Background: an optimization exercise with open tools, aiming at small area and a short achievable clock period. Do not read the settings as production practice. At most, simulation tests tie the RTL to the original design; equivalence was not proved. No activity file was given, so power comes from the tool's default toggle rates.

== north ==
==> module bcr_ctl, before the edit <==
module bcr_ctl (input wire [63:0] c, input wire [7:0] o, input wire v, input wire rst,
                input wire stall, output wire inc, output wire nupd_b, output wire [7:0] nupd_a);
	wire [27:0] bad;
	wire [7:0]  grp_ok;
	genvar i, j;
	generate
		for (i = 0; i < 8; i = i + 1) begin : bi
			for (j = i + 1; j < 8; j = j + 1) begin : bj
				localparam integer N = i*7 - (i*(i-1))/2 + (j - i - 1);
				bcr_nor3 u_bad (.a(~c[8*i+j]), .b(o[i]), .c(o[j]), .y(bad[N]));
			end
		end
		for (i = 0; i < 7; i = i + 1) begin : gr
			bcr_nor4 u_g (.a(bad[4*i]), .b(bad[4*i+1]), .c(bad[4*i+2]), .d(bad[4*i+3]), .y(grp_ok[i]));
		end
	endgenerate
	assign grp_ok[7] = 1'b1;
	wire na, nb;        
	bcr_nand4 u_na (.a(grp_ok[0]), .b(grp_ok[1]), .c(grp_ok[2]), .d(grp_ok[3]), .y(na));
	bcr_nand4 u_nb (.a(grp_ok[4]), .b(grp_ok[5]), .c(grp_ok[6]), .d(grp_ok[7]), .y(nb));
	assign inc = v & ~(na | nb);
	wire nx = ~rst & ~stall & v;
	wire ny = ~(~stall & v);
	bcr_o21ai u_b (.a(na), .b(nb), .c(nx), .y(nupd_b));
	for (i = 0; i < 8; i = i + 1) begin : ua
		bcr_o31ai u_a (.a(ny), .b(na), .c(nb), .d(~rst & o[i]), .y(nupd_a[i]));
	end
endmodule
==> module bcr_nor3, before the edit <==
module bcr_nor3 (input wire a, input wire b, input wire c, output wire y);
	assign y = ~(a | b | c);
endmodule
==> module bcr_nor4, before the edit <==
module bcr_nor4 (input wire a, input wire b, input wire c, input wire d, output wire y);
	assign y = ~(a | b | c | d);
endmodule
==> module bcr_nand4, before the edit <==
module bcr_nand4 (input wire a, input wire b, input wire c, input wire d, output wire y);
	assign y = ~(a & b & c & d);
endmodule
==> module bcr_o31ai, before the edit <==
module bcr_o31ai (input wire a, input wire b, input wire c, input wire d, output wire y);
	assign y = ~((a | b | c) & d);
endmodule
Settings: LEC_CHECK=0, ABC_CLOCK_PERIOD_IN_PS=1000, CAP_MARGIN=20, CORE_MARGIN=2, CORE_UTILIZATION=40, SETUP_SLACK_MARGIN=1.2, SLEW_MARGIN=20, SYNTH_HIERARCHICAL=1; clock period 3.0 ns.
standard.sh (not shown) runs the stock make flow with config.mk's settings and CLKGATE_MAP_FILE= SYNTH_SCRIPT=/design/flow/synth_recipe.tcl, a recipe that flattens the netlist after the stock synthesis.
==> flow/flow/run.sh <==
#!/bin/bash
# Standard layout, except that the port buffers are plain buffers instead of
# the delay cells buffer_ports picks by default.
set -euo pipefail
export BUFFER_PORTS_ARGS="-buffer_cell sky130_fd_sc_hd__buf_1"
bash standard.sh > standard.log 2>&1
Inputs modified between north and south:
diff --git a/flow/design.v b/flow/design.v
--- a/flow/design.v
+++ b/flow/design.v
@@ -144,44 +144,18 @@
 endmodule
 module bcr_mux2 (input wire s, input wire a0, input wire a1, output wire y);
 	assign y = s ? a1 : a0;
 endmodule
 module bcr_ctl (input wire [63:0] c, input wire [7:0] o, input wire v, input wire rst,
                 input wire stall, output wire inc, output wire nupd_b, output wire [7:0] nupd_a);
-	wire [27:0] bad;
-	wire [7:0]  grp_ok;
-	genvar i, j;
-	generate
-		for (i = 0; i < 8; i = i + 1) begin : bi
-			for (j = i + 1; j < 8; j = j + 1) begin : bj
-				localparam integer N = i*7 - (i*(i-1))/2 + (j - i - 1);
-				bcr_nor3 u_bad (.a(~c[8*i+j]), .b(o[i]), .c(o[j]), .y(bad[N]));
-			end
-		end
-		for (i = 0; i < 7; i = i + 1) begin : gr
-			bcr_nor4 u_g (.a(bad[4*i]), .b(bad[4*i+1]), .c(bad[4*i+2]), .d(bad[4*i+3]), .y(grp_ok[i]));
-		end
-	endgenerate
-	assign grp_ok[7] = 1'b1;
-	wire na, nb;        
-	bcr_nand4 u_na (.a(grp_ok[0]), .b(grp_ok[1]), .c(grp_ok[2]), .d(grp_ok[3]), .y(na));
-	bcr_nand4 u_nb (.a(grp_ok[4]), .b(grp_ok[5]), .c(grp_ok[6]), .d(grp_ok[7]), .y(nb));
-	assign inc = v & ~(na | nb);
-	wire nx = ~rst & ~stall & v;
-	wire ny = ~(~stall & v);
-	bcr_o21ai u_b (.a(na), .b(nb), .c(nx), .y(nupd_b));
-	for (i = 0; i < 8; i = i + 1) begin : ua
-		bcr_o31ai u_a (.a(ny), .b(na), .c(nb), .d(~rst & o[i]), .y(nupd_a[i]));
+	reg bad;
+	integer i, j;
+	always @(*) begin
+		bad = 1'b0;
+		for (i = 0; i < 8; i = i + 1)
+			for (j = 0; j < 8; j = j + 1)
+				if (i < j) bad = bad | (c[8*i+j] & ~o[i] & ~o[j]);
 	end
+	assign inc    = v & ~bad;
+	assign nupd_b = ~(~rst & ~stall & ~inc & v);
+	assign nupd_a = ~({8{~rst}} & o & {8{stall | ~inc}});
 endmodule
-module bcr_nor3 (input wire a, input wire b, input wire c, output wire y);
-	assign y = ~(a | b | c);
-endmodule
-module bcr_nor4 (input wire a, input wire b, input wire c, input wire d, output wire y);
-	assign y = ~(a | b | c | d);
-endmodule
-module bcr_nand4 (input wire a, input wire b, input wire c, input wire d, output wire y);
-	assign y = ~(a & b & c & d);
-endmodule
-module bcr_o31ai (input wire a, input wire b, input wire c, input wire d, output wire y);
-	assign y = ~((a | b | c) & d);
-endmodule
Results
Compared with north, south shows length of routed met3 wiring that has gone down by a little under 10%. Worst slack at placement: south > north. Comparing north with south, the clock network fraction of total power came out essentially unchanged. ~same utilization in south and north. north has a higher critical path depth than south. Final cycle utilization of the critical path (south over north): increase, 2.0 points. [compare] base=north new=south: die area now sits lower; smallest setup slack after layout now sits lower; total detailed-routing wirelength now sits lower. south vs. north: number of buffer and inverter stages on the critical path increased by 2 relative to the old numbers; worst-case register-to-register setup slack decreased by 60 ps relative to the old numbers; share of total power in sequential cells saw little to no change. The cell-internal power of north and that of south are within noise of each other. Compared with north, south ends up with less cell area.
No functional check of the RTL was part of any run of this note.

The RTL this note starts from:
==> flow/design.v <==
module bcr # (parameter FIFO_WIDTH = 384, parameter ADDR_W = 15, parameter EDGE_W = 48, parameter Bank_Num_W = 3)
(
	input wire 						clk,
	input wire						rst,
	input wire						input_valid,
	input wire	[FIFO_WIDTH-1:0]	input_data,
	input wire						stall,
	output reg 	[EDGE_W-1:0]		output_data0,
	output reg 	[EDGE_W-1:0]		output_data1,
	output reg 	[EDGE_W-1:0]		output_data2,
	output reg 	[EDGE_W-1:0]		output_data3,
	output reg 	[EDGE_W-1:0]		output_data4,
	output reg 	[EDGE_W-1:0]		output_data5,
	output reg 	[EDGE_W-1:0]		output_data6,
	output reg 	[EDGE_W-1:0]		output_data7,
	output reg						output_valid0,
	output reg						output_valid1,
	output reg						output_valid2,
	output reg						output_valid3,
	output reg						output_valid4,
	output reg						output_valid5,
	output reg						output_valid6,
	output reg						output_valid7,
	output reg						inc
);
localparam W8 = EDGE_W*8;
reg [W8-1:0] data_in_q;
reg          stall_q;
reg          rst_q;
always @(posedge clk) begin
	data_in_q <= input_data;
	stall_q   <= stall;
	rst_q     <= rst;
end
wire [W8-1:0] out_q = {output_data7, output_data6, output_data5, output_data4,
                       output_data3, output_data2, output_data1, output_data0};
wire          sel_out = stall_q & ~(rst | rst_q);
wire          sel_in  = ~stall_q & ~(rst | rst_q);
wire [W8-1:0] out_d;
genvar d;
generate
	for (d = 0; d < W8; d = d + 1) begin : dp
		bcr_a22o u_d (.a(sel_out), .b(out_q[d]), .c(sel_in), .d(data_in_q[d]), .y(out_d[d]));
	end
endgenerate
always @(posedge clk) begin
	{output_data7, output_data6, output_data5, output_data4,
	 output_data3, output_data2, output_data1, output_data0} <= out_d;
end
function conf_in;
	input integer i;
	input integer j;
	begin
		conf_in = (input_data[EDGE_W*i +: Bank_Num_W] == input_data[EDGE_W*j +: Bank_Num_W]) ||
		          (input_data[EDGE_W*i+ADDR_W +: Bank_Num_W] == input_data[EDGE_W*j+ADDR_W +: Bank_Num_W]);
	end
endfunction
reg        v_q;
reg [7:0]  o_q;
reg [63:0] c_q;          
integer a, b;
wire [63:0] c_in;
wire [63:0] c_d;
genvar k, j;
generate
	for (k = 0; k < 8; k = k + 1) begin : cin_k
		for (j = 0; j < 8; j = j + 1) begin : cin_j
			if (k < j) begin : p
				assign c_in[8*k+j] = conf_in(k, j);
				bcr_mux2 u_m (.s(stall), .a0(c_in[8*k+j]), .a1(c_q[8*k+j]), .y(c_d[8*k+j]));
				always @(posedge clk) c_q[8*k+j] <= c_d[8*k+j];
			end
		end
	end
endgenerate
wire [7:0] g, ng;
wire [63:0] nc_q = ~c_q;
reg  [7:0] no_q;                   
assign g[0]  = no_q[0];
assign ng[0] = o_q[0];
genvar m;
generate
	for (k = 1; k < 8; k = k + 1) begin : lane
		wire [k-1:0] x, nx;        
		bcr_a21oi u_nx0 (.a(g[0]),  .b(c_q[k]),  .c(o_q[k]),  .y(nx[0]));
		bcr_o21ai u_x0  (.a(ng[0]), .b(nc_q[k]), .c(no_q[k]), .y(x[0]));
		for (m = 1; m < k; m = m + 1) begin : step
			bcr_a21oi u_nx (.a(g[m]),  .b(c_q[8*m+k]),  .c(x[m-1]),  .y(nx[m]));
			bcr_o21ai u_x  (.a(ng[m]), .b(nc_q[8*m+k]), .c(nx[m-1]), .y(x[m]));
		end
		assign g[k]  = nx[k-1];
		assign ng[k] = x[k-1];
	end
endgenerate
wire       inc_wire;
wire       nupd_b;
wire [7:0] nupd_a;
bcr_ctl u_ctl (.c(c_q), .o(o_q), .v(v_q), .rst(rst), .stall(stall),
               .inc(inc_wire), .nupd_b(nupd_b), .nupd_a(nupd_a));
wire [7:0] o_d;
wire       ov_p  = ~rst & ~stall & v_q;
wire [7:0] ov_d;
generate
	for (k = 0; k < 8; k = k + 1) begin : upd
		bcr_o21ai u_o  (.a(ng[k]), .b(nupd_b), .c(nupd_a[k]), .y(o_d[k]));
		bcr_nor2  u_ov (.a(ng[k]), .b(~ov_p), .y(ov_d[k]));
	end
endgenerate
always @(posedge clk) begin
	o_q <= o_d;
	no_q <= ~o_d;
	{output_valid7, output_valid6, output_valid5, output_valid4,
	 output_valid3, output_valid2, output_valid1, output_valid0} <= ov_d;
	if (rst)
		v_q <= 1'b0;
	else if (!stall)
		v_q <= input_valid;
	if (!rst)
		inc <= stall ? 1'b0 : inc_wire;
end
endmodule
module bcr_a21oi (input wire a, input wire b, input wire c, output wire y);
	assign y = ~((a & b) | c);
endmodule
module bcr_o21ai (input wire a, input wire b, input wire c, output wire y);
	assign y = ~((a | b) & c);
endmodule
module bcr_nor2 (input wire a, input wire b, output wire y);
	assign y = ~(a | b);
endmodule
module bcr_mux2 (input wire s, input wire a0, input wire a1, output wire y);
	assign y = s ? a1 : a0;
endmodule
module bcr_ctl (input wire [63:0] c, input wire [7:0] o, input wire v, input wire rst,
                input wire stall, output wire inc, output wire nupd_b, output wire [7:0] nupd_a);
	wire [27:0] bad;
	wire [7:0]  grp_ok;
	genvar i, j;
	generate
		for (i = 0; i < 8; i = i + 1) begin : bi
			for (j = i + 1; j < 8; j = j + 1) begin : bj
				localparam integer N = i*7 - (i*(i-1))/2 + (j - i - 1);
				bcr_nor3 u_bad (.a(~c[8*i+j]), .b(o[i]), .c(o[j]), .y(bad[N]));
			end
		end
		for (i = 0; i < 7; i = i + 1) begin : gr
			bcr_nor4 u_g (.a(bad[4*i]), .b(bad[4*i+1]), .c(bad[4*i+2]), .d(bad[4*i+3]), .y(grp_ok[i]));
		end
	endgenerate
	assign grp_ok[7] = 1'b1;
	wire na, nb;        
	bcr_nand4 u_na (.a(grp_ok[0]), .b(grp_ok[1]), .c(grp_ok[2]), .d(grp_ok[3]), .y(na));
	bcr_nand4 u_nb (.a(grp_ok[4]), .b(grp_ok[5]), .c(grp_ok[6]), .d(grp_ok[7]), .y(nb));
	assign inc = v & ~(na | nb);
	wire nx = ~rst & ~stall & v;
	wire ny = ~(~stall & v);
	bcr_o21ai u_b (.a(na), .b(nb), .c(nx), .y(nupd_b));
	for (i = 0; i < 8; i = i + 1) begin : ua
		bcr_o31ai u_a (.a(ny), .b(na), .c(nb), .d(~rst & o[i]), .y(nupd_a[i]));
	end
endmodule
module bcr_nor3 (input wire a, input wire b, input wire c, output wire y);
	assign y = ~(a | b | c);
endmodule
module bcr_nor4 (input wire a, input wire b, input wire c, input wire d, output wire y);
	assign y = ~(a | b | c | d);
endmodule
module bcr_nand4 (input wire a, input wire b, input wire c, input wire d, output wire y);
	assign y = ~(a & b & c & d);
endmodule
module bcr_o31ai (input wire a, input wire b, input wire c, input wire d, output wire y);
	assign y = ~((a | b | c) & d);
endmodule
module bcr_a22o (input wire a, input wire b, input wire c, input wire d, output wire y);
	assign y = (a & b) | (c & d);
endmodule
clock: 3.0 ns
lec_check: 0
abc_clock_period_in_ps: 1000
cap_margin: 20
core_margin: 2
core_utilization: 40
cts_cluster_diameter: 100
cts_cluster_size: 30
setup_slack_margin: 1.15
slew_margin: 20
synth_hierarchical: 1
Scripts as last shown in full above: flow/flow/run.sh
The baseline passed the timing, DRC and antenna checks.
Rerun with:
--- a/flow/design.v
+++ b/flow/design.v
@@ -64,21 +64,22 @@
 genvar k, j;
 generate
 	for (k = 0; k < 8; k = k + 1) begin : cin_k
 		for (j = 0; j < 8; j = j + 1) begin : cin_j
 			if (k < j) begin : p
 				assign c_in[8*k+j] = conf_in(k, j);
-				bcr_mux2 u_m (.s(stall), .a0(c_in[8*k+j]), .a1(c_q[8*k+j]), .y(c_d[8*k+j]));
+				bcr_a22o u_m (.a(stall), .b(c_q[8*k+j]), .c(~stall), .d(c_in[8*k+j]), .y(c_d[8*k+j]));
 				always @(posedge clk) c_q[8*k+j] <= c_d[8*k+j];
 			end
 		end
 	end
 endgenerate
 wire [7:0] g, ng;
 wire [63:0] nc_q = ~c_q;
-reg  [7:0] no_q;                   
+reg        no_q0;                  
+wire [7:0] no_q = {~o_q[7:1], no_q0};
 assign g[0]  = no_q[0];
 assign ng[0] = o_q[0];
 genvar m;
 generate
 	for (k = 1; k < 8; k = k + 1) begin : lane
 		wire [k-1:0] x, nx;        
@@ -105,13 +106,13 @@
 		bcr_o21ai u_o  (.a(ng[k]), .b(nupd_b), .c(nupd_a[k]), .y(o_d[k]));
 		bcr_nor2  u_ov (.a(ng[k]), .b(~ov_p), .y(ov_d[k]));
 	end
 endgenerate
 always @(posedge clk) begin
 	o_q <= o_d;
-	no_q <= ~o_d;
+	no_q0 <= ~o_d[0];
 	{output_valid7, output_valid6, output_valid5, output_valid4,
 	 output_valid3, output_valid2, output_valid1, output_valid0} <= ov_d;
 	if (rst)
 		v_q <= 1'b0;
 	else if (!stall)
 		v_q <= input_valid;
@@ -124,15 +125,12 @@
 endmodule
 module bcr_o21ai (input wire a, input wire b, input wire c, output wire y);
 	assign y = ~((a | b) & c);
 endmodule
 module bcr_nor2 (input wire a, input wire b, output wire y);
 	assign y = ~(a | b);
-endmodule
-module bcr_mux2 (input wire s, input wire a0, input wire a1, output wire y);
-	assign y = s ? a1 : a0;
 endmodule
 module bcr_ctl (input wire [63:0] c, input wire [7:0] o, input wire v, input wire rst,
                 input wire stall, output wire inc, output wire nupd_b, output wire [7:0] nupd_a);
 	wire [27:0] bad;
 	wire [7:0]  grp_ok;
 	genvar i, j;
Power falls by a few percent.
Via count is about the same.
Utilization went up by 0.23 points.
Cell count came out lower slightly.
Design area drops slightly.
Setup slack is worse by 0.031 ns.
Sequential share of layout area rose by 0.37 points.
Die area shrinks slightly.
Combinational power went down by a few percent.
Routed wire length is lower slightly.
Synthesized area shrinks slightly.
Hold slack is about the same.
Clock skew is about the same.
Synthesized cell count barely changes.

## onyx
// bcr: RTL as listed in full above, without the edits since
export LEC_CHECK = 0
export ABC_CLOCK_PERIOD_IN_PS = 1000
export CAP_MARGIN = 20
export CORE_MARGIN = 2
export CORE_UTILIZATION = 40
export CTS_CLUSTER_DIAMETER = 100
export CTS_CLUSTER_SIZE = 30
export SETUP_SLACK_MARGIN = 1.2
export SLEW_MARGIN = 20
export SYNTH_HIERARCHICAL = 1
create_clock -name core_clock -period 3.0 [get_ports {clk}]
Scripts as last shown in full above: flow/flow/run.sh
Relative to onyx, the following input files were edited for violet:
--- a/flow/design.v
+++ b/flow/design.v
@@ -73,45 +73,54 @@
 		end
 	end
 endgenerate
 wire [7:0] g, ng;
 wire [63:0] nc_q = ~c_q;
 reg  [7:0] no_q;                   
+reg        g1_q, ng1_q;            
 assign g[0]  = no_q[0];
 assign ng[0] = o_q[0];
+assign g[1]  = g1_q;
+assign ng[1] = ng1_q;
 genvar m;
 generate
-	for (k = 1; k < 8; k = k + 1) begin : lane
-		wire [k-1:0] x, nx;        
-		bcr_a21oi u_nx0 (.a(g[0]),  .b(c_q[k]),  .c(o_q[k]),  .y(nx[0]));
-		bcr_o21ai u_x0  (.a(ng[0]), .b(nc_q[k]), .c(no_q[k]), .y(x[0]));
-		for (m = 1; m < k; m = m + 1) begin : step
+	for (k = 2; k < 8; k = k + 1) begin : lane
+		wire [k-1:1] x, nx;        
+		bcr_a221oi u_nx1 (.a1(g[0]),  .a2(c_q[k]),  .b1(g[1]),  .b2(c_q[8+k]),  .c(o_q[k]),  .y(nx[1]));
+		bcr_o221ai u_x1  (.a1(ng[0]), .a2(nc_q[k]), .b1(ng[1]), .b2(nc_q[8+k]), .c(no_q[k]), .y(x[1]));
+		for (m = 2; m < k; m = m + 1) begin : step
 			bcr_a21oi u_nx (.a(g[m]),  .b(c_q[8*m+k]),  .c(x[m-1]),  .y(nx[m]));
 			bcr_o21ai u_x  (.a(ng[m]), .b(nc_q[8*m+k]), .c(nx[m-1]), .y(x[m]));
 		end
 		assign g[k]  = nx[k-1];
 		assign ng[k] = x[k-1];
 	end
 endgenerate
 wire       inc_wire;
 wire       nupd_b;
 wire [7:0] nupd_a;
 bcr_ctl u_ctl (.c(c_q), .o(o_q), .v(v_q), .rst(rst), .stall(stall),
                .inc(inc_wire), .nupd_b(nupd_b), .nupd_a(nupd_a));
-wire [7:0] o_d;
+wire [7:0] o_d, no_d;
+wire       g1_d = stall ? g1_q :
+                  inc_wire ? ~c_in[1] :
+                  (~(o_q[1] | (v_q & g1_q)) & (o_q[0] | v_q | ~c_in[1]));
 wire       ov_p  = ~rst & ~stall & v_q;
 wire [7:0] ov_d;
 generate
 	for (k = 0; k < 8; k = k + 1) begin : upd
 		bcr_o21ai u_o  (.a(ng[k]), .b(nupd_b), .c(nupd_a[k]), .y(o_d[k]));
+		bcr_a21oi u_no (.a(g[k]), .b(~nupd_b), .c(~nupd_a[k]), .y(no_d[k]));
 		bcr_nor2  u_ov (.a(ng[k]), .b(~ov_p), .y(ov_d[k]));
 	end
 endgenerate
 always @(posedge clk) begin
 	o_q <= o_d;
-	no_q <= ~o_d;
+	no_q <= no_d;
+	g1_q <= g1_d;
+	ng1_q <= ~g1_d;
 	{output_valid7, output_valid6, output_valid5, output_valid4,
 	 output_valid3, output_valid2, output_valid1, output_valid0} <= ov_d;
 	if (rst)
 		v_q <= 1'b0;
 	else if (!stall)
 		v_q <= input_valid;
@@ -171,6 +180,12 @@
 module bcr_o31ai (input wire a, input wire b, input wire c, input wire d, output wire y);
 	assign y = ~((a | b | c) & d);
 endmodule
 module bcr_a22o (input wire a, input wire b, input wire c, input wire d, output wire y);
 	assign y = (a & b) | (c & d);
 endmodule
+module bcr_a221oi (input wire a1, input wire a2, input wire b1, input wire b2, input wire c, output wire y);
+	assign y = ~((a1 & a2) | (b1 & b2) | c);
+endmodule
+module bcr_o221ai (input wire a1, input wire a2, input wire b1, input wire b2, input wire c, output wire y);
+	assign y = ~((a1 | a2) & (b1 | b2) & c);
+endmodule
Findings:
- [compare] base=onyx new=violet: power attributed to combinational cells climbed about 7%, worst hold margin went up by 0.0041 ns, data arrival at the endpoint of the critical path shows an increase of 0.18 ns, total power divided by cell area shows an increase of about 0.4%, non-clock buffer count moved up.
- Against onyx, violet comes in 4.5 points higher on final worst-path cycle share.
Function not checked in violet: the RTL went through the layout flow alone.

afterwards: timing with drivers on the ports:
How much do the figures lean on ideal ports? The routed layouts below were timed once more, with nothing changed but the port constraints. Step 1 (the two cells are an assumption about what drives the block):
set clk [get_ports {clk}]
set_driving_cell -lib_cell sky130_fd_sc_hd__clkbuf_16 $clk
set_driving_cell -lib_cell sky130_fd_sc_hd__buf_2 [delete_from_list [all_inputs] $clk]
Step 2 adds t to the input delays and takes it off the output delays; t is the mean of the earliest and latest rising clock arrival at the registers after step 1. Input paths then give back, and output paths get back, about the clock's delay inside the block. Three values: no drivers, after step 1, after step 2; two values: the first two.
run | t (ns) | setup slack, ns | hold WS [ns] | cell pins on the clock port's net
north | 0.670 | 1.083 / 1.083 / 0.878 | 0.049 / 0.024 / 0.426 | 1
south | 0.668 | 1.023 / 1.023 / 0.805 | 0.062 / 0.024 / 0.449 | 1
the first run of note 2 | 0.646 | 1.184 / 1.132 / 0.885 | 0.090 / 0.050 / 0.429 | 1
the second run of note 2 | 0.639 | 1.154 / 1.134 / 0.752 | 0.087 / 0.053 / 0.426 | 1
onyx | 0.643 | 1.172 / 1.167 / 0.871 | 0.089 / 0.048 / 0.431 | 1
violet | 0.638 | 1.038 / 1.038 / 0.832 | 0.093 / 0.057 / 0.435 | 1
After both steps setup and hold are still met in every run listed. The setup slack of the second run of note 2, which loses most, moves by -0.020 ns with the drivers and by -0.402 ns with both steps.
